This design comes from an exercise in tuning for small area on the open sky130 flow, not from production work. In this exercise RTL edits were held to simulation tests only and were not proved equivalent to the original. Power and IR drop assume default switching activity.

==> job 8894: inputs <==
==> flow/design.v <==
`timescale 1ns / 1ps
module puf_core #(
    parameter PUF_WIDTH = 256,
    parameter ENTROPY_TARGET = 512000,
    parameter RING_OSC_COUNT = 128,
    parameter CHALLENGE_WIDTH = 128,
    parameter TEMPERATURE_SENSORS = 16,
    parameter VOLTAGE_SENSORS = 8,
    parameter TAMPER_SENSORS = 32
) (
    input  wire                           clk_sys,
    input  wire                           rst_n,
    input  wire                           enable,
    input  wire [CHALLENGE_WIDTH-1:0]    challenge,
    output wire [PUF_WIDTH-1:0]          response,
    output reg                            response_valid,
    output wire [31:0]                    entropy_data,
    output wire                           entropy_valid,
    input  wire                           entropy_ready,
    output wire [15:0]                    entropy_rate,
    output wire [7:0]                     temperature,
    output wire [7:0]                     voltage_level,
    output wire                           tamper_detected,
    output wire                           puf_healthy,
    output wire [255:0]                   divine_seal,
    output wire                           moral_compliance,
    input  wire                           security_lock,
    output wire                           kill_switch_detect,
    output wire                           self_destruct,
    output wire [RING_OSC_COUNT-1:0]      ring_osc_enable,
    input  wire [RING_OSC_COUNT-1:0]      ring_osc_out,
    input  wire [TEMPERATURE_SENSORS-1:0] temp_sensor_data,
    input  wire [VOLTAGE_SENSORS-1:0]     volt_sensor_data,
    input  wire [TAMPER_SENSORS-1:0]      tamper_sensors
);
    localparam [255:0] DIVINE_FOUNDATION = 256'h3633335f5468655f4c6f72645f676f7665726e735f6576657279646563697369;
    localparam [255:0] MORAL_AUTHORITY = 256'h4d617474685f32323a33395f4c6f76655f796f75725f6e65696768626f72;
    localparam [255:0] SEAL_STEP = DIVINE_FOUNDATION ^ MORAL_AUTHORITY;
    localparam [255:0] RESP_K = DIVINE_FOUNDATION ^ MORAL_AUTHORITY;
    localparam [127:0] RESP_D = RESP_K[255:128] ^ RESP_K[127:0];
    wire active = enable && !security_lock;
    reg  [127:0] chal_q;
    reg          act_n_q;    
    always @(posedge clk_sys) chal_q <= challenge;
    always @(posedge clk_sys or negedge rst_n) begin
        if (!rst_n) act_n_q <= 1'b1;
        else        act_n_q <= ~active;
    end
    assign ring_osc_enable = ~{128{act_n_q}} & (chal_q ^ DIVINE_FOUNDATION[127:0]);
    reg  [3:0]   response_stage;
    localparam [127:0] ACC_INIT = RESP_K[127:0] ^ ~RESP_D;
    reg  [127:0] acc;
    reg  [127:0] resp_q;
    reg          resp_unloaded;    
    wire [127:0] sample;
    wire         resp_load = active && (response_stage == 4'd15);
    genvar g;
    generate
        for (g = 0; g < 128; g = g + 1) begin : g_sample
            assign sample[g] = challenge[g] ? ring_osc_out[(g + 1) % 128] : ring_osc_out[g];
        end
    endgenerate
    wire keep = (response_stage == 4'd13) || (response_stage == 4'd14) || (response_stage == 4'd15);
    wire acc_en = active && ((response_stage == 4'd13) || (response_stage == 4'd14));
    always @(posedge clk_sys) begin
        acc <= keep ? (acc ^ (sample & {128{acc_en}})) : ACC_INIT;
    end
    always @(posedge clk_sys or negedge rst_n) begin
        if (!rst_n) begin
            response_stage <= 4'b0;
            resp_unloaded <= 1'b1;
            response_valid <= 1'b0;
        end else if (active) begin
            response_stage <= response_stage + 1'b1;
            response_valid <= (response_stage == 4'd15);
            if (response_stage == 4'd15)
                resp_unloaded <= 1'b0;
        end else begin
            response_valid <= 1'b0;
        end
    end
    generate
        for (g = 0; g < 128; g = g + 1) begin : g_resp
            if (RESP_D[g]) begin : g_diff
                always @(posedge clk_sys or negedge rst_n) begin
                    if (!rst_n)         resp_q[g] <= 1'b0;
                    else if (resp_load) resp_q[g] <= acc[g];
                end
                assign response[g]       = resp_q[g];
                assign response[128 + g] = ~(resp_unloaded | resp_q[g]);
            end else begin : g_same
                always @(posedge clk_sys) begin
                    if (resp_load) resp_q[g] <= acc[g];
                end
                assign response[g]       = ~(resp_unloaded | resp_q[g]);
                assign response[128 + g] = response[g];
            end
        end
    endgenerate
    reg  [4:0]  entropy_shift_reg;
    reg         entropy_data_valid;
    reg  [31:0] entropy_output_reg;
    reg  [4:0]  entropy_bit_counter;
    wire        entropy_bit = ^ring_osc_out;
    always @(posedge clk_sys or negedge rst_n) begin
        if (!rst_n) begin
            entropy_shift_reg <= 5'b0;
            entropy_output_reg <= 32'b0;
            entropy_data_valid <= 1'b0;
            entropy_bit_counter <= 5'b0;
        end else if (active) begin
            entropy_shift_reg <= {entropy_shift_reg[3:0], entropy_bit};
            if (entropy_shift_reg[4] != entropy_shift_reg[3]) begin
                entropy_output_reg <= {entropy_output_reg[30:0], entropy_bit};
                entropy_bit_counter <= entropy_bit_counter + 1'b1;
                entropy_data_valid <= (entropy_bit_counter == 5'b11111);
            end
        end else begin
            entropy_data_valid <= 1'b0;
        end
    end
    assign entropy_data = entropy_output_reg;
    assign entropy_valid = entropy_data_valid && entropy_ready;
    reg [14:0] rate_timer;
    reg [9:0]  rate_q;       
    reg [4:0]  rate_r;       
    reg [9:0]  entropy_rate_reg;
    always @(posedge clk_sys or negedge rst_n) begin
        if (!rst_n) begin
            rate_timer <= 15'd1;
            rate_q <= 10'b0;
            rate_r <= 5'b0;
            entropy_rate_reg <= 10'b0;
        end else if (rate_timer == 15'h4e2a) begin
            rate_timer <= 15'd1;
            rate_q <= 10'b0;
            rate_r <= 5'b0;
            entropy_rate_reg <= rate_q;
        end else begin
            rate_timer <= {rate_timer[13:0], rate_timer[14] ^ rate_timer[13]};
            if (entropy_valid) begin
                if ((rate_q & 10'd655) == 10'd655 && rate_r[0]) begin
                    rate_q <= 10'b0;
                    rate_r <= 5'b0;
                end else if (rate_r >= 5'd17) begin
                    rate_q <= rate_q + 1'b1;
                    rate_r <= rate_r - 5'd17;
                end else begin
                    rate_r <= rate_r + 5'd8;
                end
            end
        end
    end
    assign entropy_rate = {6'b0, entropy_rate_reg};
    reg [7:0] temperature_reg;
    reg [7:0] voltage_reg;
    reg tamper_detected_reg;
    reg kill_switch_detect_reg;
    reg self_destruct_reg;
    reg puf_healthy_reg;
    reg moral_compliance_reg;
    always @(posedge clk_sys or negedge rst_n) begin
        if (!rst_n) begin
            temperature_reg <= 8'd25;
            voltage_reg <= 8'd180;
            tamper_detected_reg <= 1'b0;
            kill_switch_detect_reg <= 1'b0;
            self_destruct_reg <= 1'b0;
            puf_healthy_reg <= 1'b0;
            moral_compliance_reg <= 1'b1;
        end else begin
            temperature_reg <= temp_sensor_data[7:0] + 8'd25;
            voltage_reg <= volt_sensor_data + 8'd150;
            if (|tamper_sensors || (temperature_reg > 8'd85 && temperature_reg < 8'd216) ||
                voltage_reg < 8'd120 || voltage_reg > 8'd250)
                tamper_detected_reg <= 1'b1;
            if (security_lock && enable)
                kill_switch_detect_reg <= 1'b1;
            if (tamper_detected_reg && (temperature_reg > 8'd100 || voltage_reg < 8'd100))
                self_destruct_reg <= 1'b1;
            puf_healthy_reg <= entropy_rate_reg[9] && !tamper_detected_reg &&
                               !kill_switch_detect_reg && (temperature_reg <= 8'd85) &&
                               (voltage_reg >= 8'd150);
            if (enable)
                moral_compliance_reg <= !kill_switch_detect_reg && puf_healthy_reg && !tamper_detected_reg;
        end
    end
    assign temperature = temperature_reg;
    assign voltage_level = voltage_reg;
    assign tamper_detected = tamper_detected_reg;
    assign kill_switch_detect = kill_switch_detect_reg;
    assign self_destruct = self_destruct_reg;
    assign puf_healthy = puf_healthy_reg;
    assign moral_compliance = moral_compliance_reg;
    reg [31:0] seal_lo;
    reg        seal_t;
    always @(posedge clk_sys or negedge rst_n) begin
        if (!rst_n) begin
            seal_lo <= DIVINE_FOUNDATION[31:0];
            seal_t <= 1'b0;
        end else if (enable) begin
            seal_lo <= seal_lo ^ entropy_output_reg ^ SEAL_STEP[31:0];
            seal_t <= ~seal_t;
        end
    end
    assign divine_seal = {DIVINE_FOUNDATION[255:32] ^ (SEAL_STEP[255:32] & {224{seal_t}}), seal_lo};
endmodule
==> flow/flow/run.sh <==
#!/bin/bash
# The standard layout (standard.sh) with three changes:
#  1. after the standard synthesis, the combinational logic is re-mapped by
#     ABC (flow/resynth.ys); flip-flops, their names and cell types stay;
#  2. port buffers use buf_1 instead of the resizer's default pick (every
#     port still gets its own buffer);
#  3. CTS uses clkbuf_8 with sink clusters of at most 16 and inserts no
#     dummy loads;
#  4. each tie cell drives up to 4 constant-1 and 4 constant-0 outputs
#     (flow/pair_ties.py), so tie fan-out repair is skipped.
# Each tool's full output goes to a log file in this folder; ORFS also keeps
# its per-step logs under orfs/logs.
set -euo pipefail
WORK=$PWD
R=$WORK/orfs/results/$FLOW_PLATFORM/puf_core/base
LIB=$FLOW_HOME/platforms/$FLOW_PLATFORM/lib/sky130_fd_sc_hd__tt_025C_1v80.lib
ARGS=(
  "SKIP_REPAIR_TIE_FANOUT=1"
  "BUFFER_PORTS_ARGS=-buffer_cell sky130_fd_sc_hd__buf_1"
  "CTS_ARGS=-sink_clustering_enable -repair_clock_nets -dont_use_dummy_load -buf_list {sky130_fd_sc_hd__clkbuf_8} -sink_clustering_size 20 -sink_clustering_max_diameter 70"
)
bash standard.sh "${ARGS[@]}" synth > flow_synth.log 2>&1
cp "$R/1_2_yosys.v" "$WORK/standard_synth.v"
sed -e "s#@LIB@#$LIB#g" -e "s#@IN@#$WORK/standard_synth.v#" \
    -e "s#@OUT@#$WORK/resynth.v#" -e "s#@ABC@#$WORK/flow/resynth.abc#" \
    flow/resynth.ys > resynth_run.ys
yosys -l resynth.log -q resynth_run.ys > /dev/null 2>&1
python3 flow/pair_ties.py "$WORK/resynth.v" 4 > pair_ties.log 2>&1
cp "$WORK/resynth.v" "$R/1_2_yosys.v"
rm -f "$R/1_synth.odb" "$R/1_synth.sdc"
bash standard.sh "${ARGS[@]}" finish > flow_make.log 2>&1
==> flow/flow/pair_ties.py <==
#!/usr/bin/env python3
"""Merge tie cells: sky130 conb_1 has both a HI and a LO output, so one cell
can drive constant-1 and constant-0 nets at once, and each output may drive
several ports (no timing arcs; max capacitance 1.9 pF). Each merged cell
drives up to GROUP constant-1 and GROUP constant-0 nets of ports with
neighbouring names. Reads and rewrites the netlist given as argv[1]."""
import re
import sys

path = sys.argv[1]
GROUP = int(sys.argv[2]) if len(sys.argv) > 2 else 1
text = open(path).read()
pat = re.compile(r"  sky130_fd_sc_hd__conb_1 (\S+) \(\n    \.(HI|LO)\(([^()]*)\)\n  \);\n")
his, los = [], []
for m in pat.finditer(text):
    (his if m.group(2) == "HI" else los).append(m)

# a tie net may reach its port through a buffer: order by the port's name
thru = {a: x for a, x in re.findall(
    r"sky130_fd_sc_hd__buf_\d+ \S+ \(\n    \.A\(([^()]*)\),\n    \.X\(([^()]*)\)\n  \);", text)}

def key(m):
    # order by the bit index of the net name when there is one
    n = thru.get(m.group(3), m.group(3))
    g = re.search(r"\[(\d+)\]", n)
    return (n.split("[")[0], int(g.group(1)) if g else -1, n)

his.sort(key=key)
los.sort(key=key)
drop = set()
merged = {}
rename = {}
hgroups = [his[i:i + GROUP] for i in range(0, len(his), GROUP)]
lgroups = [los[i:i + GROUP] for i in range(0, len(los), GROUP)]
for k in range(max(len(hgroups), len(lgroups))):
    hg = hgroups[k] if k < len(hgroups) else []
    lg = lgroups[k] if k < len(lgroups) else []
    keep = (hg or lg)[0]
    pins = []
    if hg:
        pins.append(f"    .HI({hg[0].group(3)})")
        for m in hg[1:]:
            rename[m.group(3)] = hg[0].group(3)
    if lg:
        pins.append(f"    .LO({lg[0].group(3)})")
        for m in lg[1:]:
            rename[m.group(3)] = lg[0].group(3)
    merged[keep.start()] = (
        f"  sky130_fd_sc_hd__conb_1 {keep.group(1)} (\n" + ",\n".join(pins) + "\n  );\n"
    )
    for m in hg + lg:
        if m is not keep:
            drop.add(m.start())
out, pos = [], 0
for m in sorted(his + los, key=lambda m: m.start()):
    out.append(text[pos:m.start()])
    if m.start() in merged:
        out.append(merged[m.start()])
    elif m.start() not in drop:
        out.append(m.group(0))
    pos = m.end()
out.append(text[pos:])
text = "".join(out)
# the dropped cells' nets now take the kept cell's net (and their declarations go)
for old, new in rename.items():
    esc = re.escape(old)
    text = re.sub(r"  wire " + esc + r";\n", "", text)
    text = re.sub(r"(?<![\w$\\])" + esc + r"(?![\w$])", new, text)
open(path, "w").write(text)
print(f"tie cells: {len(his)} HI, {len(los)} LO -> {len(his) + len(los) - len(drop)} cells (group {GROUP})")
==> flow/flow/resynth.abc <==
strash; &get -n; &fraig -x; &put; scorr; dc2; strash; &get -n; &dch -f; &nf -R 1000; &put
==> flow/flow/resynth.ys <==
# Re-map the combinational logic of the standard synthesis netlist with ABC.
# Flip-flops are kept as they are (same instances, names and cell types).
read_liberty -ignore_miss_func @LIB@
blackbox sky130_fd_sc_hd__df* sky130_fd_sc_hd__edf* sky130_fd_sc_hd__sdf* sky130_fd_sc_hd__dl*
read_verilog @IN@
hierarchy -top puf_core
flatten
rename -hide w:*.*
opt -purge
abc -liberty @LIB@ -dont_use *lpflow* -dont_use *probe* -script @ABC@
splitnets
opt_clean -purge
hilomap -hicell sky130_fd_sc_hd__conb_1 HI -locell sky130_fd_sc_hd__conb_1 LO
insbuf -buf sky130_fd_sc_hd__buf_4 A X
opt_clean -purge
stat -liberty @LIB@
write_verilog -noattr -nohex -nodec @OUT@
==> flow/standard.sh <==
#!/bin/bash
# synth_recipe.tcl (not shown) runs the flow's synth.tcl, then flattens the netlist and writes it again
# the make line also repeats each setting of config.mk as NAME=value (left out here)
make -C /OpenROAD-flow-scripts/flow DESIGN_CONFIG=/design/flow/config.mk WORK_HOME=/design/flow/orfs CLKGATE_MAP_FILE= SYNTH_SCRIPT=/design/flow/synth_recipe.tcl "${@:-finish}"
==> flow/config.mk <==
export PLATFORM = sky130hd
export DESIGN_NAME = puf_core
export DESIGN_NICKNAME = puf_core
export VERILOG_FILES = /design/flow/design.v
export SDC_FILE = /design/flow/constraint.sdc
export NUM_CORES = 4
export LEC_CHECK = 0
export ABC_AREA = 1
export CAP_MARGIN = 20
export CORE_AREA = 5 5 355 355
export DIE_AREA = 0 0 360 360
export SLEW_MARGIN = 20
==> flow/constraint.sdc <==
create_clock -name core_clock -period 10.0 [get_ports {clk_sys}]
set_input_delay 2.0000 -clock core_clock [delete_from_list [all_inputs] [get_ports {clk_sys}]]
set_output_delay 2.0000 -clock core_clock [all_outputs]
set_load 0.01 [all_outputs]
==> inputs of job 3823, as changes to job 8894 <==
--- a/flow/flow/run.sh
+++ b/flow/flow/run.sh
@@ -17,7 +17,7 @@
 ARGS=(
   "SKIP_REPAIR_TIE_FANOUT=1"
   "BUFFER_PORTS_ARGS=-buffer_cell sky130_fd_sc_hd__buf_1"
-  "CTS_ARGS=-sink_clustering_enable -repair_clock_nets -dont_use_dummy_load -buf_list {sky130_fd_sc_hd__clkbuf_8} -sink_clustering_size 20 -sink_clustering_max_diameter 70"
+  "CTS_ARGS=-sink_clustering_enable -repair_clock_nets -dont_use_dummy_load -buf_list {sky130_fd_sc_hd__clkbuf_8} -sink_clustering_size 16 -sink_clustering_max_diameter 80"
 )
 bash standard.sh "${ARGS[@]}" synth > flow_synth.log 2>&1
 cp "$R/1_2_yosys.v" "$WORK/standard_synth.v"
--- a/flow/flow/resynth.ys
+++ b/flow/flow/resynth.ys
@@ -1,7 +1,7 @@
 # Re-map the combinational logic of the standard synthesis netlist with ABC.
 # Flip-flops are kept as they are (same instances, names and cell types).
 read_liberty -ignore_miss_func @LIB@
-blackbox sky130_fd_sc_hd__df* sky130_fd_sc_hd__edf* sky130_fd_sc_hd__sdf* sky130_fd_sc_hd__dl*
+blackbox sky130_fd_sc_hd__df*
 read_verilog @IN@
 hierarchy -top puf_core
 flatten
==> inputs of job 3501, as changes to job 8894 <==
--- a/flow/flow/run.sh
+++ b/flow/flow/run.sh
@@ -6,7 +6,7 @@
 #     port still gets its own buffer);
 #  3. CTS uses clkbuf_8 with sink clusters of at most 16 and inserts no
 #     dummy loads;
-#  4. each tie cell drives up to 4 constant-1 and 4 constant-0 outputs
+#  4. each tie cell drives up to 40 constant-1 and 40 constant-0 outputs
 #     (flow/pair_ties.py), so tie fan-out repair is skipped.
 # Each tool's full output goes to a log file in this folder; ORFS also keeps
 # its per-step logs under orfs/logs.
@@ -17,7 +17,7 @@
 ARGS=(
   "SKIP_REPAIR_TIE_FANOUT=1"
   "BUFFER_PORTS_ARGS=-buffer_cell sky130_fd_sc_hd__buf_1"
-  "CTS_ARGS=-sink_clustering_enable -repair_clock_nets -dont_use_dummy_load -buf_list {sky130_fd_sc_hd__clkbuf_8} -sink_clustering_size 20 -sink_clustering_max_diameter 70"
+  "CTS_ARGS=-sink_clustering_enable -repair_clock_nets -dont_use_dummy_load -buf_list {sky130_fd_sc_hd__clkbuf_8} -sink_clustering_size 16 -sink_clustering_max_diameter 80"
 )
 bash standard.sh "${ARGS[@]}" synth > flow_synth.log 2>&1
 cp "$R/1_2_yosys.v" "$WORK/standard_synth.v"
@@ -25,7 +25,7 @@
     -e "s#@OUT@#$WORK/resynth.v#" -e "s#@ABC@#$WORK/flow/resynth.abc#" \
     flow/resynth.ys > resynth_run.ys
 yosys -l resynth.log -q resynth_run.ys > /dev/null 2>&1
-python3 flow/pair_ties.py "$WORK/resynth.v" 4 > pair_ties.log 2>&1
+python3 flow/pair_ties.py "$WORK/resynth.v" 40 > pair_ties.log 2>&1
 cp "$WORK/resynth.v" "$R/1_2_yosys.v"
 rm -f "$R/1_synth.odb" "$R/1_synth.sdc"
 bash standard.sh "${ARGS[@]}" finish > flow_make.log 2>&1
==> inputs of job 3348, as changes to job 8894 <==
--- a/flow/design.v
+++ b/flow/design.v
@@ -48,12 +48,10 @@
     end
     assign ring_osc_enable = ~{128{act_n_q}} & (chal_q ^ DIVINE_FOUNDATION[127:0]);
     reg  [3:0]   response_stage;
-    localparam [127:0] ACC_INIT = RESP_K[127:0] ^ ~RESP_D;
-    reg  [127:0] acc;
-    reg  [127:0] resp_q;
+    reg  [127:0] acc;        
+    reg  [127:0] resp_lo;
     reg          resp_unloaded;    
     wire [127:0] sample;
-    wire         resp_load = active && (response_stage == 4'd15);
     genvar g;
     generate
         for (g = 0; g < 128; g = g + 1) begin : g_sample
@@ -63,37 +61,32 @@
     wire keep = (response_stage == 4'd13) || (response_stage == 4'd14) || (response_stage == 4'd15);
     wire acc_en = active && ((response_stage == 4'd13) || (response_stage == 4'd14));
     always @(posedge clk_sys) begin
-        acc <= keep ? (acc ^ (sample & {128{acc_en}})) : ACC_INIT;
+        acc <= keep ? (acc ^ (sample & {128{acc_en}})) : RESP_K[127:0];
     end
     always @(posedge clk_sys or negedge rst_n) begin
         if (!rst_n) begin
             response_stage <= 4'b0;
+            resp_lo <= 128'b0;
             resp_unloaded <= 1'b1;
             response_valid <= 1'b0;
         end else if (active) begin
             response_stage <= response_stage + 1'b1;
             response_valid <= (response_stage == 4'd15);
-            if (response_stage == 4'd15)
+            if (response_stage == 4'd15) begin
+                resp_lo <= acc;
                 resp_unloaded <= 1'b0;
+            end
         end else begin
             response_valid <= 1'b0;
         end
     end
+    assign response[127:0]   = resp_lo;
     generate
-        for (g = 0; g < 128; g = g + 1) begin : g_resp
-            if (RESP_D[g]) begin : g_diff
-                always @(posedge clk_sys or negedge rst_n) begin
-                    if (!rst_n)         resp_q[g] <= 1'b0;
-                    else if (resp_load) resp_q[g] <= acc[g];
-                end
-                assign response[g]       = resp_q[g];
-                assign response[128 + g] = ~(resp_unloaded | resp_q[g]);
+        for (g = 0; g < 128; g = g + 1) begin : g_resp_hi
+            if (RESP_D[g]) begin : g_inv
+                assign response[128 + g] = ~(resp_unloaded | resp_lo[g]);
             end else begin : g_same
-                always @(posedge clk_sys) begin
-                    if (resp_load) resp_q[g] <= acc[g];
-                end
-                assign response[g]       = ~(resp_unloaded | resp_q[g]);
-                assign response[128 + g] = response[g];
+                assign response[128 + g] = resp_lo[g];
             end
         end
     endgenerate
--- a/flow/flow/run.sh
+++ b/flow/flow/run.sh
@@ -17,7 +17,7 @@
 ARGS=(
   "SKIP_REPAIR_TIE_FANOUT=1"
   "BUFFER_PORTS_ARGS=-buffer_cell sky130_fd_sc_hd__buf_1"
-  "CTS_ARGS=-sink_clustering_enable -repair_clock_nets -dont_use_dummy_load -buf_list {sky130_fd_sc_hd__clkbuf_8} -sink_clustering_size 20 -sink_clustering_max_diameter 70"
+  "CTS_ARGS=-sink_clustering_enable -repair_clock_nets -dont_use_dummy_load -buf_list {sky130_fd_sc_hd__clkbuf_4} -sink_clustering_size 10 -sink_clustering_max_diameter 50"
 )
 bash standard.sh "${ARGS[@]}" synth > flow_synth.log 2>&1
 cp "$R/1_2_yosys.v" "$WORK/standard_synth.v"
--- a/flow/flow/resynth.ys
+++ b/flow/flow/resynth.ys
@@ -1,7 +1,7 @@
 # Re-map the combinational logic of the standard synthesis netlist with ABC.
 # Flip-flops are kept as they are (same instances, names and cell types).
 read_liberty -ignore_miss_func @LIB@
-blackbox sky130_fd_sc_hd__df* sky130_fd_sc_hd__edf* sky130_fd_sc_hd__sdf* sky130_fd_sc_hd__dl*
+blackbox sky130_fd_sc_hd__df*
 read_verilog @IN@
 hierarchy -top puf_core
 flatten
==> summary of the runs <==
- Non-clock buffer count is the same in job 3501 and job 8894.
- The highest core utilization belongs to job 3348, the lowest to job 3501.
- Clock skew: job 3501 < job 3348 < job 8894.
- Die area is the same in job 3501 and job 3348.
- In sequential power, job 3501 and job 8894 hardly differ.
- Job 8894 passed the timing, DRC and antenna checks. Job 3823 stopped in netlist read-in after synthesis (1_synth) on STA-0171. Job 3501 completed without violations. Job 3348 produced a clean layout.
- Maximum frequency, lowest first: job 8894, job 3348, job 3501.
- Synthesized cell count: job 8894 > job 3501 > job 3348.
- Clock power is about the same in job 3348 and job 3501.

==> what the ideal ports hide <==
How much do the figures lean on ideal ports? The routed layouts below were timed once more, with nothing changed but the port constraints.
Step 1 (the two cells are an assumption about what drives the block):
set clk [get_ports {clk_sys}]
set_driving_cell -lib_cell sky130_fd_sc_hd__clkbuf_16 $clk
set_driving_cell -lib_cell sky130_fd_sc_hd__buf_2 [delete_from_list [all_inputs] $clk]
Step 2, shift: input delay + t, output delay - t, t = (earliest + latest rising clock arrival at the registers) / 2. This alone moves slack from input paths to output paths.
Slacks: ideal ports / drivers / drivers and shift; pairs: ideal ports / drivers.
run | shift t [ns] | slack for setup (ns) | worst slew at a driven data input, ns | pins driven straight from the clock port
job 8894 | 0.704 | 4.660 / 4.600 / 4.848 | 0.23 | 1
job 3501 | 0.680 | 5.107 / 5.055 / 4.666 | 0.20 | 1
job 3348 | 0.939 | 4.780 / 4.724 / 4.741 | 0.33 | 1
After both steps every run listed still meets setup and hold. For job 3501, which loses most, drivers alone change the setup slack by -0.052 ns; drivers and shift together by -0.441 ns.
